From an optimization exercise on the open Yosys and OpenROAD flow, aimed at small area, a short achievable clock period and few clock cycles per item; shortcuts taken in it are not production practice. Only simulation tests tie the RTL to the original design; equivalence was not proved. Power is estimated from default activity; no workload was simulated.

Design filter, start of the top module:
module filter(
        input clock,
        input reset,
        input start,
        output reg done,
        input  [15:0] data_in,
        output reg [15:0] data_out
    );
    reg [15:0] h0, h1, h2, h3, h4, h5, h6;
    reg [23:0] p0;
    reg [23:0] p1;
    wire [8:0] ld, hold;
    wire [111:0] hq = {h6, h5, h4, h3, h2, h1, h0};
    wire [111:0] hn = {h5, h4, h3, h2, h1, h0, data_in};
    wire [111:0] hd;
    genvar gi;
    generate
        for (gi = 0; gi < 9; gi = gi + 1) begin : sel
            selgen g (start, reset, ld[gi], hold[gi]);
        end
        for (gi = 0; gi < 112; gi = gi + 1) begin : hsel
            ao22 m (ld[gi / 16], hn[gi], hold[gi / 16], hq[gi], hd[gi]);
        end
    endgenerate
    always @(posedge clock)
        {h6, h5, h4, h3, h2, h1, h0} <= hd;
    reg  [16:0] pc;    
    wire [16:0] pc_n = {h0[15], h0} + {h3[15], h3};
    wire [16:0] pc_d;
    generate
        for (gi = 0; gi < 17; gi = gi + 1) begin : pcsel
            ao22 m (ld[7], pc_n[gi], hold[7], pc[gi], pc_d[gi]);
        end
    endgenerate
    always @(posedge clock)
        pc <= pc_d;
    reg  [16:0] pd;    
    wire [16:0] pd_n = {h1[15], h1} + {h2[15], h2};
    wire [16:0] pd_d;
    generate
        for (gi = 0; gi < 17; gi = gi + 1) begin : pdsel
            ao22 m (ld[8], pd_n[gi], hold[8], pd[gi], pd_d[gi]);
        end
    endgenerate
    always @(posedge clock)
        pd <= pd_d;
    wire s0, c0;
    ha u0 (h0[2], h0[3], s0, c0);
  ...
Size: roughly 210 flip-flops, ~36 I/O pins, ~12,000 um^2 of cells after synthesis.
clock: 10.0 ns
lec_check: 0
cap_margin: 20
core_margin: 2
core_utilization: 40
cts_cluster_diameter: 100
cts_cluster_size: 24
slew_margin: 20
synth_hierarchical: 1
standard.sh (not shown) runs the stock make flow with config.mk's settings and CLKGATE_MAP_FILE= SYNTH_SCRIPT=/design/flow/synth_recipe.tcl, a recipe that flattens the netlist after the stock synthesis.
==> flow/flow/run.sh <==
#!/bin/bash
# Standard ORFS layout (the standard.sh) with changes only to how it is
# optimised: ports are buffered with a plain buffer instead of the default
# delay-buffer cell, and timing repair is asked for more setup margin than the
# 10 ns clock needs, so that it works on the achieved period.
set -euo pipefail
bash standard.sh SETUP_SLACK_MARGIN=7.1 "BUFFER_PORTS_ARGS=-buffer_cell sky130_fd_sc_hd__buf_4" finish > orfs_make.log 2>&1
The first run passed the timing, design-rule and antenna checks.
Testbench counts at the start, summed over its fixed seeds: cycles 2,064, samples 2,048.
Change:
--- a/flow/flow/run.sh
+++ b/flow/flow/run.sh
@@ -7 +7 @@
-bash standard.sh SETUP_SLACK_MARGIN=7.1 "BUFFER_PORTS_ARGS=-buffer_cell sky130_fd_sc_hd__buf_4" finish > orfs_make.log 2>&1
+bash standard.sh SETUP_SLACK_MARGIN=7.05 "BUFFER_PORTS_ARGS=-buffer_cell sky130_fd_sc_hd__buf_4" finish > orfs_make.log 2>&1
Settings changed: CORE_UTILIZATION 40 to 60.
Non-clock buffer count decreases by 19.
Wire length came out lower by 0.92%.
Clock-buffer cell count went up by 1.
Final cell count falls by 9.9%.
Total power falls by 0.60%.
Sequential share of layout area rises by 0.63 points.
Global-route usage increases by 8.9 points.
Design area decreases by 2.4%.
Change:
--- a/flow/flow/run.sh
+++ b/flow/flow/run.sh
@@ -7 +7 @@
-bash standard.sh SETUP_SLACK_MARGIN=7.05 "BUFFER_PORTS_ARGS=-buffer_cell sky130_fd_sc_hd__buf_4" finish > orfs_make.log 2>&1
+bash standard.sh SETUP_SLACK_MARGIN=7.1 "BUFFER_PORTS_ARGS=-buffer_cell sky130_fd_sc_hd__buf_4" finish > orfs_make.log 2>&1
Settings changed: CORE_UTILIZATION 60 to 40, CTS_CLUSTER_DIAMETER 100 to unset, CTS_CLUSTER_SIZE 24 to unset.
Effect: The changed run finished clean. Wire length goes up by 2.0%. Worst setup slack gets worse by 0.027 ns. Fmax goes down by 0.93%. Non-clock buffer count goes up by 18. Global-route usage goes down by 8.7 points.
Change:
Settings changed: CTS_CLUSTER_DIAMETER set to 100, CTS_CLUSTER_SIZE set to 20.
=>
- combinational power is about the same
- setup slack barely changes
- global-route usage is lower by 0.16 points
- power falls by 9.6%
- first-iteration DRC count goes down by 0.88%
- routed wire length decreases by 0.96%
- cell area falls by 2.4%
- clock skew grows by 0.015 ns
Change:
Settings changed: CORE_UTILIZATION 40 to 60, CTS_CLUSTER_SIZE 20 to 24.
Effect: The changed run went through all stages and came out clean. Power is lower slightly. Routed wire length stays flat. Combinational power is about the same. Die area is lower by a quarter to a third. Setup slack improves by 0.026 ns. First-iteration DRC count is lower by a quarter to a third. Register-to-register slack barely changes. Final area is lower slightly. Area after synthesis is unchanged.
Change:
--- a/flow/flow/run.sh
+++ b/flow/flow/run.sh
@@ -7 +7 @@
-bash standard.sh SETUP_SLACK_MARGIN=7.1 "BUFFER_PORTS_ARGS=-buffer_cell sky130_fd_sc_hd__buf_4" finish > orfs_make.log 2>&1
+bash standard.sh SETUP_SLACK_MARGIN=7.1 "BUFFER_PORTS_ARGS=-buffer_cell sky130_fd_sc_hd__buf_4" "MATCH_CELL_FOOTPRINT=0" finish > orfs_make.log 2>&1
Settings changed: CORE_UTILIZATION 60 to 40, CTS_CLUSTER_DIAMETER 100 to unset, CTS_CLUSTER_SIZE 24 to unset.
- The new run completed without violations
- design area goes up by a few percent
- wire length came out higher slightly
- total power rises by roughly a tenth
- count of clock-buffer cells in the layout went up by 15
- sequential share of layout area goes down by 1.3 points
- die area came out higher by well over a third
- global-route usage goes down by 8.9 points
- first-iteration DRC count goes up by a quarter to a third


Setup of run A:
filter again, from the RTL that the note above started with.
export LEC_CHECK = 0
export CAP_MARGIN = 20
export CORE_MARGIN = 2
export CORE_UTILIZATION = 40
export SLEW_MARGIN = 20
export SYNTH_HIERARCHICAL = 1
create_clock -name core_clock -period 10.0 [get_ports {clock}]
==> flow/flow/run.sh <==
#!/bin/bash
# Standard ORFS layout (the standard.sh) with two changes to how it is
# optimised: ports are buffered with a plain buffer instead of the default
# delay-buffer cell, and timing repair is asked for more setup margin than the
# 10 ns clock needs, so that it works on the achieved period.
set -euo pipefail
bash standard.sh SETUP_SLACK_MARGIN=7.1 "BUFFER_PORTS_ARGS=-buffer_cell sky130_fd_sc_hd__buf_2" finish > orfs_make.log 2>&1
Testbench counts of run A, summed over its fixed seeds: cycles 2,064, samples 2,048.
Setup changes, run A to run B
- CTS_CLUSTER_SIZE: unset -> 24
- CTS_CLUSTER_DIAMETER: unset -> 100
==> flow/flow/run.sh <==
#!/bin/bash
# Standard ORFS layout (the standard.sh) with changes only to how it is
# optimised: ports are buffered with a plain buffer instead of the default
# delay-buffer cell, and timing repair is asked for more setup margin than the
# 10 ns clock needs, so that it works on the achieved period.
set -euo pipefail
bash standard.sh SETUP_SLACK_MARGIN=7.25 "BUFFER_PORTS_ARGS=-buffer_cell sky130_fd_sc_hd__buf_4" finish > orfs_make.log 2>&1
--- outcome ---
Each of the runs, namely run A and run B, reached the end of the flow and came out clean.
Register area, run A and run B: smaller value in run A
Diff run A -> run B: largest incremental delay on the critical path down 0.26 ns; via count normalized by instance count fell about 0.5%.
Run A vs run B, timing startpoint of the critical path: reset vs data_out[14]
Diff run A -> run B: synthesized instance count saw little to no change, number of global-route vias before repair has decreased, final antenna diode count neither gained nor lost much.
Clock network power: run B better than run A
Run A → run B: hold slack higher, final total negative setup slack has remained practically unchanged.

==> separate check: timing with driven ports <==
The flow's constraints put no driver on any port. The routed layouts listed below were extracted and timed again, unchanged, in two steps. Step 1: set_driving_cell puts a clkbuf_16 on clock and a buf_2 on each other input, an assumption about the parent block. Step 2 also shifts input and output timing later by t, the mid clock arrival at the registers, as if the neighbouring blocks saw the same clock. a / b / c = ideal ports / drivers / drivers and shift; a / b = the first two.
| run | t, ns | setup slack, ns | latest minus earliest clock arrival (ns) | slew at the worst register clock pin (ns) | worst data-port slew with drivers (ns) |
|---|---|---|---|---|---|
| the first run of note 1 | 0.520 | 7.074 / 7.024 / 6.780 | 0.014 / 0.015 | 0.10 / 0.10 | 0.04 |
| the second run of note 1 | 0.519 | 7.081 / 7.032 / 6.765 | 0.010 / 0.010 | 0.10 / 0.10 | 0.04 |
| the third run of note 1 | 0.553 | 7.054 / 7.004 / 6.632 | 0.011 / 0.012 | 0.06 / 0.06 | 0.04 |
| the fourth run of note 1 | 0.529 | 7.053 / 7.002 / 6.767 | 0.026 / 0.026 | 0.09 / 0.09 | 0.05 |
| the fifth run of note 1 | 0.518 | 7.079 / 7.030 / 6.764 | 0.013 / 0.012 | 0.10 / 0.10 | 0.04 |
| the sixth run of note 1 | 0.553 | 7.054 / 7.004 / 6.632 | 0.011 / 0.012 | 0.06 / 0.06 | 0.04 |
| run A | 0.569 | 6.991 / 6.979 / 6.446 | 0.023 / 0.023 | 0.06 / 0.06 | 0.03 |
| run B | 0.514 | 7.084 / 7.033 / 6.814 | 0.016 / 0.016 | 0.09 / 0.09 | 0.05 |
After both steps every run listed still meets setup and hold. The setup slack of run A, which loses most, moves by -0.012 ns with the drivers and by -0.545 ns with both steps.
